Background: an optimization exercise with open tools, aiming at small area. Do not read the settings as production practice.
Only simulation tests tie the RTL to the original design; equivalence was not proved.
Power figures rest on the tool's default switching activity, not on a simulated workload.

==> flow/design.v <==
module pewpew (
	input clk,
	input rst,
	input RX,
	output TST1,
	output TST2,
	output TST3,
	output TST4,
	output TST5,
	output LED1,
	output LED2,
	output LED3,
	output LED4,
	output LED5
);
	parameter integer BAUD_RATE = 9600;
	parameter integer CLOCK_FREQ_HZ = 12000000;
	localparam integer PERIOD = CLOCK_FREQ_HZ / BAUD_RATE;
	wire [7:0] uart_rx_byte;
	wire uart_rx_latch;
	uart_rx #(
		.HALF_PERIOD(PERIOD / 2)
	) uart_rx1 (
		.clk(clk),
		.rst(rst),
		.RX(RX),
		.debug_led(LED5),
		.read_byte(uart_rx_byte),
		.latch(uart_rx_latch)
	);
	localparam integer N_BITS = 20;
	reg reset;   
	assign LED1 = ~reset;
	assign LED2 = ~RX;
	assign LED3 = 1'b0;
	assign LED4 = 1'b0;
	reg [N_BITS-1:0] repeat_period;   
	wire [N_BITS-1:0] pulse_length = 120;
	wire [N_BITS-1:0] warm_up_time = 1680;
	reg [N_BITS-1:0] delay;   
	wire [N_BITS-1:0] pre_exposure = 120;
	reg [N_BITS-1:0] exposure_time;  
	wire cmd_enable_match;
	cmd #(
		.KEY("E")
	) cmd_enable (
		.clk(clk),
		.rst(rst),
		.in_byte(uart_rx_byte),
		.latch(uart_rx_latch),
		.match(cmd_enable_match)
	);
	wire cmd_disable_match;
	cmd #(
		.KEY("D")
	) cmd_disable (
		.clk(clk),
		.rst(rst),
		.in_byte(uart_rx_byte),
		.latch(uart_rx_latch),
		.match(cmd_disable_match)
	);
	wire cmd_reset_match;
	cmd #(
		.KEY("R")
	) cmd_reset (
		.clk(clk),
		.rst(rst),
		.in_byte(uart_rx_byte),
		.latch(uart_rx_latch),
		.match(cmd_reset_match)
	);
	wire cmd_val_repeat_period_match;
	wire [N_BITS-1:0] cmd_val_repeat_period_value;
	cmd_val #(
		.KEY("p"),
		.VAL_BITS(N_BITS)
	) cmd_val_repeat_period (
		.clk(clk),
		.rst(rst),
		.in_byte(uart_rx_byte),
		.latch(uart_rx_latch),
		.match(cmd_val_repeat_period_match),
		.value(cmd_val_repeat_period_value)
	);
	wire cmd_val_delay_match;
	wire [N_BITS-1:0] cmd_val_delay_value;
	cmd_val #(
		.KEY("d"),
		.VAL_BITS(N_BITS)
	) cmd_val_delay (
		.clk(clk),
		.rst(rst),
		.in_byte(uart_rx_byte),
		.latch(uart_rx_latch),
		.match(cmd_val_delay_match),
		.value(cmd_val_delay_value)
	);
	wire cmd_val_exposure_match;
	wire [N_BITS-1:0] cmd_val_exposure_value;
	cmd_val #(
		.KEY("e"),
		.VAL_BITS(N_BITS)
	) cmd_val_exposure (
		.clk(clk),
		.rst(rst),
		.in_byte(uart_rx_byte),
		.latch(uart_rx_latch),
		.match(cmd_val_exposure_match),
		.value(cmd_val_exposure_value)
	);
	always @(posedge clk) begin
		if (rst) begin
			reset <= 1;
			repeat_period <= 800000;
			delay <= 1200;
			exposure_time <= 360;
		end else begin
		if (cmd_enable_match) begin
			reset <= 0;
		end else if (cmd_disable_match) begin
			reset <= 1;
		end else if (cmd_reset_match) begin
			reset <= ~reset;
		end
		if (cmd_val_repeat_period_match) repeat_period <= cmd_val_repeat_period_value;
		if (cmd_val_delay_match) delay <= cmd_val_delay_value;
		if (cmd_val_exposure_match) exposure_time <= cmd_val_exposure_value;
		end
	end
	pulser #(
		.N_BITS(N_BITS)
	) pulser_1 (
		.clk(clk),
		.reset(reset),
		.repeat_period(repeat_period),
		.pulse_length(pulse_length),
		.warm_up_time(warm_up_time),
		.delay(delay),
		.pre_exposure(pre_exposure),
		.exposure_time(exposure_time),
		.warm_up_a(TST1),
		.warm_up_b(TST2),
		.trigger_a(TST3),
		.trigger_b(TST4),
		.camera(TST5)
	);
endmodule
module pulser #(
	parameter N_BITS = 20
) (
	input clk,
	input reset,
	input [N_BITS-1:0] repeat_period,
	input [N_BITS-1:0] pulse_length,
	input [N_BITS-1:0] warm_up_time,
	input [N_BITS-1:0] delay,
	input [N_BITS-1:0] pre_exposure,
	input [N_BITS-1:0] exposure_time,
	output warm_up_a,
	output warm_up_b,
	output trigger_a,
	output trigger_b,
	output camera
);
	reg [N_BITS-1:0] count;
	always @(posedge clk) begin
		if (reset) begin
			count <= 0;
		end else if (count >= repeat_period) begin
			count <= 0;
		end else begin
			count <= count + 1;
		end
	end
	assign warm_up_a = ~reset & (count > 0) & (count <= pulse_length);
	assign warm_up_b = ~reset & (
		(count > delay) &
		(count <= (delay + pulse_length)));
	assign trigger_a = ~reset & (
		(count > warm_up_time) &
		(count <= (warm_up_time + pulse_length)));
	assign trigger_b = ~reset & (
		(count > (warm_up_time + delay)) &
		(count <= (warm_up_time + delay + pulse_length)));
	assign camera = ~reset & (
		(
			(count > (warm_up_time - pre_exposure)) &
			(count <= (warm_up_time - pre_exposure + exposure_time))) |
		(
			(count > (warm_up_time - pre_exposure + delay)) &
			(count <= (warm_up_time - pre_exposure + delay + exposure_time))));
endmodule
module uart_rx #(
	parameter integer HALF_PERIOD = 5
) (
	input  clk,
	input  rst,
	input  RX,
	output debug_led,
	output reg [7:0] read_byte,
	output reg latch
);
	reg [7:0] buffer;
	reg [$clog2(3*HALF_PERIOD):0] cycle_cnt;
	reg [3:0] bit_cnt;
	reg recv;
	always @(posedge clk) begin
		if (rst) begin
			read_byte <= 8'hFF;
			latch <= 0;
			cycle_cnt <= 0;
			bit_cnt <= 0;
			recv <= 0;
		end else if (!recv) begin
			latch <= 0;
			if (!RX) begin
				cycle_cnt <= HALF_PERIOD;
				bit_cnt <= 0;
				recv <= 1;
			end
		end else begin
			if (cycle_cnt == 2*HALF_PERIOD) begin
				cycle_cnt <= 0;
				bit_cnt <= bit_cnt + 1;
				if (bit_cnt == 1) begin
					latch <= 0;
				end
				if (bit_cnt > 8) begin
					read_byte <= buffer;
					latch <= 1;
					recv <= 0;
				end else begin
					buffer <= {RX, buffer[7:1]};
				end
			end else begin
				cycle_cnt <= cycle_cnt + 1;
			end
		end
	end
	assign debug_led = latch;
endmodule
module cmd #(
	parameter KEY = "a"
) (
	input clk,
	input rst,
	input [7:0] in_byte,
	input latch,
	output reg match
);
	parameter STATE_WAIT = 0;   
	parameter STATE_IGNORE = 1;   
	parameter STATE_PACKET = 2;   
	reg [2:0] state;
	always @(posedge clk) begin
		if (rst) begin
			state <= STATE_WAIT;
			match <= 0;
		end else
		case (state)
			STATE_WAIT: begin
				match <= 0;
				if (latch) begin
					if (in_byte == KEY) begin
						state <= STATE_PACKET;
						match <= 1;
					end else if ((in_byte == 10) | (in_byte == 13)) begin
						state <= STATE_WAIT;
					end else begin
						state <= STATE_IGNORE;
					end
				end else begin
					state <= STATE_WAIT;
				end
			end
			STATE_IGNORE: begin
				match <= 0;
				if (latch & ((in_byte == 10) | (in_byte == 13))) begin
					state <= STATE_WAIT;
				end else begin
					state <= STATE_IGNORE;
				end
			end
			STATE_PACKET: begin
				match <= 0;
				if (latch & ((in_byte == 10) | (in_byte == 13))) begin
					state <= STATE_WAIT;
				end else begin
					state <= STATE_PACKET;
				end
			end
		endcase
	end
endmodule
module cmd_val #(
	parameter KEY = "a",
	parameter VAL_BITS = 8
) (
	input clk,
	input rst,
	input [7:0] in_byte,
	input latch,
	output reg match,
	output reg [VAL_BITS-1:0] value
);
	parameter STATE_WAIT = 0;   
	parameter STATE_IGNORE = 1;   
	parameter STATE_PACKET = 2;   
	reg [2:0] state;
	always @(posedge clk) begin
		if (rst) begin
			state <= STATE_WAIT;
			match <= 0;
		end else
		case (state)
			STATE_WAIT: begin
				match <= 0;
				if (latch) begin
					if (in_byte == KEY) begin
						state <= STATE_PACKET;
						value <= 0;
					end else if ((in_byte == 10) | (in_byte == 13)) begin
						state <= STATE_WAIT;
					end else begin
						state <= STATE_IGNORE;
					end
				end else begin
					state <= STATE_WAIT;
				end
			end
			STATE_IGNORE: begin
				match <= 0;
				if (latch & ((in_byte == 10) | (in_byte == 13))) begin
					state <= STATE_WAIT;
				end else begin
					state <= STATE_IGNORE;
				end
			end
			STATE_PACKET: begin
				if (latch) begin
					case (in_byte)
						10, 13: begin
							state <= STATE_WAIT;
							match <= 1;
						end
						"0","1","2","3","4",   
						"5","6","7","8","9": begin
							state <= STATE_PACKET;
							value <= (
								(value << 3) + (value << 1) +
								(in_byte - 48)
							);
						end
						default: state <= STATE_PACKET;
					endcase
				end else begin
					state <= STATE_PACKET;
				end
			end
		endcase
	end
endmodule
==> flow/run.sh <==
#!/bin/bash
# synth_recipe.tcl (not shown) runs the flow's synth.tcl, then flattens the netlist and writes it again
# the make line also repeats each setting of config.mk as NAME=value (left out here)
make -C /OpenROAD-flow-scripts/flow DESIGN_CONFIG=/design/flow/config.mk WORK_HOME=/design/flow/orfs CLKGATE_MAP_FILE= SYNTH_SCRIPT=/design/flow/synth_recipe.tcl finish
==> flow/config.mk <==
export PLATFORM = sky130hd
export DESIGN_NAME = pewpew
export DESIGN_NICKNAME = pewpew
export VERILOG_FILES = /design/flow/design.v
export SDC_FILE = /design/flow/constraint.sdc
export NUM_CORES = 4
export LEC_CHECK = 0
export CAP_MARGIN = 20
export CORE_MARGIN = 2
export CORE_UTILIZATION = 40
export SLEW_MARGIN = 20
==> flow/constraint.sdc <==
create_clock -name core_clock -period 10.0 [get_ports {clk}]
set_input_delay 2.0000 -clock core_clock [delete_from_list [all_inputs] [get_ports {clk}]]
set_output_delay 2.0000 -clock core_clock [all_outputs]
set_load 0.01 [all_outputs]
==> notes.md <==
==> cell usage after synthesis, types with 4 or more instances <==
cell	n
nor2b_1	18
nor4_1	13
edfxtp_1	68
nand2_1	93
o211ai_1	22
clkbuf_1	34
a21o_1	74
o21a_1	11
a21oi_1	120
nand3b_1	6
nand2b_1	18
xnor2_1	106
inv_1	140
nand4_1	50
and3_1	27
a31oi_1	12
a2111oi_0	4
o22ai_1	4
nor3_1	27
buf_1	8
or3_1	9
nor3b_1	6
and2_1	53
a311oi_1	16
clkinv_1	5
mux2i_1	57
o31ai_1	7
dfxtp_1	125
ha_1	258
a211oi_1	22
nor2_1	179
buf_2	5
xor2_1	49
nand3_1	33
fa_1	52
buf_4	4
or2_2	8
and4_1	8
o21ai_0	73
a221oi_1	7
o221ai_1	5
==> layer usage <==
| metal | share of wire (%) | up-vias | wire, um | track usage [%] |
|---|---|---|---|---|
| met1 | 49 | 6338 | 20000 | 26.0 |
| li1 | - | 6707 | - | - |
| met5 | 0 | - | 0 | 0 |
| met2 | 48 | 193 | 19600 | 33.5 |
| met3 | 2.7 | 35 | 1110 | 2.51 |
| met4 | 1.1 | 0 | 473 | 4.13 |
==> through the flow <==
stage	setup WS (ns)	power, mW	instance area (um^2)	std cells
3_3_place_gp	2.82	0.849	17600	2388
5_1_grt	1.63	1.57	18200	2420
4_1_cts	2.10	1.54	18200	2420
3_5_place_dp	2.64	0.850	17600	2388
6_report	2.06	1.51	18200	2420
2_1_floorplan	3.16	0.843	16900	1879
==> worst register-to-register path: cells and delay by family, from the launching register on <==
kind | cells | cell delay [ns]
buf+inv | 1 | 0.07
compound gates | 5 | 1.28
simple gates | 1 | 0.54
mux | 1 | 0.12
xor+xnor | 1 | 0.81
flops | 1 | 0.65
fa+ha+maj | 2 | 0.85
==> final cells by class <==
class	count	area (um^2)
Clock buffer	17	425
Inverter	147	552
Multi-Input combinational cell	1488	11700
Timing Repair Buffer	21	178
Sequential cell	193	4540
Fill cell	4053	23700
Tap cell	539	674
Clock inverter	15	145
==> cells by family after synthesis <==
| kind of cell | Yosys count | share of synthesized area (%) |
|---|---|---|
| AOI/OAI and AO/OA | 405 | 15.5 |
| xor gates and xnor gates | 155 | 8.02 |
| other | 1 | 0.0221 |
| buffers and inverters | 198 | 4.51 |
| DFF | 193 | 26.8 |
| muxes | 57 | 3.37 |
| and+or+nand+nor | 559 | 16.6 |
| adders and majority gates | 310 | 25.2 |
==> sequential cells by signal (all words and copies together) (netlist names), 4 cells and up <==
| register | cells |
|---|---|
| uart_rx1.read_byte | 8 |
| uart_rx1.cycle_cnt | 12 |
| uart_rx1.buffer | 8 |
| cmd_val_repeat_period.value | 20 |
| pulser_1.count | 20 |
| cmd_val_exposure.value | 20 |
| uart_rx1.bit_cnt | 4 |
| exposure_time | 20 |
| cmd_val_delay.value | 20 |
| repeat_period | 20 |
| delay | 20 |
==> placed cells by master, fill, tap and decap left out, types with 19 or more instances in the layout <==
master	n
a21o_1	74
nor2_1	179
inv_1	140
o21ai_0	72
edfxtp_1	68
a21oi_1	120
fa_1	52
mux2i_1	57
and2_1	53
nand4_1	50
nor3_1	26
nand3_1	33
ha_1	258
dfxtp_1	125
a211oi_1	19
xnor2_1	106
and3_1	27
nand2_1	93
xor2_1	49
o211ai_1	22
==> power groups by stage <==
stage | clock [mW] | combinational (mW) | sequential (mW)
detailed placement | 0 | 0.0207 | 0.829
CTS | 0.706 | 0.0208 | 0.811
global placement | 0 | 0.0201 | 0.829
floorplan | 0 | 0.0156 | 0.828
finish | 0.682 | 0.0203 | 0.811
global route | 0.732 | 0.0227 | 0.812
==> worst max path at each step <==
stage | endpoint | slack (ns)
final | TST5 | 2.06
after detailed placement | TST5 | 2.64
after CTS | TST5 | 2.10
after floorplan | cmd_val_repeat_period.value[18]$_SDFFCE_PN0P_ | 3.16
after global placement | TST5 | 2.82
after global routing | TST5 | 1.63
==> flow_summary.json <==
{
  "synth_edf_count": 68,
  "wl_um": 41200,
  "timing.rr.end": "cmd_val_delay.value[18]$_SDFFCE_PN0P_",
  "holdCritStartpoint": "cmd_enable.match$_SDFFE_PP0P_",
  "wl_per_cell_um": 17.0,
  "run_status": "finished clean",
  "grt_overflow": 0,
  "htree_levels": 4,
  "finalHoldViolCount": 0,
  "maxCapViolations": 0,
  "reg2reg_depth": 11,
  "diodes": 0,
  "cts_setup_buffers": 0,
  "final_util_pct": 43.4,
  "netlist-cell-type-count": 68,
  "gp_congestion": 0.881,
  "critPathLaunchType": "flip-flop",
  "area_delta_synth_final_pct": 7.31,
  "hold_end": "reset$_SDFFE_PP1P_",
  "clock.fmax_mhz": 126,
  "fin_worst_skew_ns": 0.0154,
  "vias": 13273,
  "reg2reg_from": "uart_rx1.read_byte[4]$_SDFFE_PP1P_",
  "power_density_mw_per_mm2": 83.3,
  "fp-row-count": 75,
  "peakVddDrop_mv": 0.120,
  "insertion_delay_ns": 0.46,
  "cp.required_ns": 8.00,
  "end_kind": "output pin",
  "internal_power_mw": 1.14,
  "antenna_found_initial": 0,
  "p_comb_share_pct": 1.3,
  "critical_path.startpoint": "delay[4]$_SDFFE_PP1P_",
  "power.leakage_nw": 7.89,
  "reg2reg_slack_ns": 5.43,
  "crit_buf_inv": 2,
  "cp_cell_sequence": "inv_1, ha_1, nand3b_1, xnor2_1, ha_1, o21a_1, o21ai_0, a221oi_1, a2bb2oi_1, a31oi_1, o21ai_0, a21oi_1, xor2_1, ha_1, nand4_1, nor4_1, a2bb2oi_1, o41ai_1, clkdlybuf4s50_1",
  "dr.pass1.iters": 5,
  "cts_resized": 0,
  "synth_top_area_share_pct": 19.1,
  "drt_iter0_drc": 786,
  "rsz0062_at_grt": "false",
  "path_clk_slew_ns": 0.07,
  "drcViolationCount": 0,
  "synthCells": 1878,
  "cts_hold_buf": 0,
  "syn_avg_cell_area_um2": 9.02,
  "cts.sinks": 193,
  "ys_warn_count": 9,
  "place_hpwl_um": 31700,
  "min_period_ns": 7.94,
  "fin_nets": 2181,
  "final_antenna_net_count": 0,
  "die_area_mm2": 0.0440,
  "worstSetupPathDepth": 19,
  "whs_ns": 0.444,
  "cts_root_buf": "clkbuf_16",
  "cpMostUsedCell": "ha_1",
  "cts_max_path_buffers": 2,
  "synth_seq_area_share_pct": 26.8,
  "grt_pass1_vias": 13310,
  "critPathMaxStageDelay_ns": 0.63,
  "grt_max_degree": 69,
  "crit_family": "compound AO/OA/AOI/OAI gates",
  "path_class": "reg2out",
  "worst_pin_slew_ns": 0.996,
  "synth_area_mm2": 0.0169,
  "whs_path_depth": 1,
  "track_usage_pct": 19.4,
  "die_x_um": 210,
  "numCtsBuffers": 17,
  "min_path_type": "reg2reg",
  "drive_gt1_share_pct": 3.35,
  "synth_area_leaders": "ha_1 19%, dfxtp_1 15%, edfxtp_1 12%, fa_1 6.1%, xnor2_1 5.5%",
  "via_per_inst": 5.48,
  "arrival_ns": 5.94,
  "die_height_um": 210,
  "min_period_over_period_pct": 79.4,
  "core_area_mm2": 0.0419,
  "switching_share_pct": 24.4,
  "cts_tree": "done",
  "port-buffer-count": 10,
  "power_switching_uw": 370,
  "finalSetupTns_ns": 0,
  "path_max_fanout": 8,
  "final_max_slew_viol_count": 0,
  "power_frac_seq_pct": 53.6,
  "async_flop_share_pct": 0,
  "synth-seq-cells": 193,
  "slowest_stage": "clkdlybuf4s50_1",
  "grt_pass1_wl_um": 69200,
  "synth_top_area_cell": "ha_1",
  "finalSetupViolations": 0,
  "synthFlopType": "dfxtp_1",
  "io_pins": 13,
  "slew_headroom_pct": 33.1,
  "start_util_pct": 40.5,
  "clkPwrFrac_pct": 45.1
}

afterwards: timing with drivers on the ports:
Ports are ideal in the flow. The routed layout listed here was re-timed in OpenROAD.
Step 1 sets driving cells, clkbuf_16 on the clock port and buf_2 on the other inputs (assumed; they add their load-dependent delay and slew).
Step 2, shift: input delay + t, output delay - t, t = (earliest + latest rising clock arrival at the registers) / 2. This alone moves slack from input paths to output paths.
Three values: ideal, step 1, step 2; two values: the first two.
t (ns): 0.506
slack for setup (ns): 2.062 / 2.012 / 2.519
worst setup path after step 2: register to output
After both steps this run still meets setup and hold. The setup slack of this run moves by -0.050 ns with the drivers and by +0.457 ns with both steps.
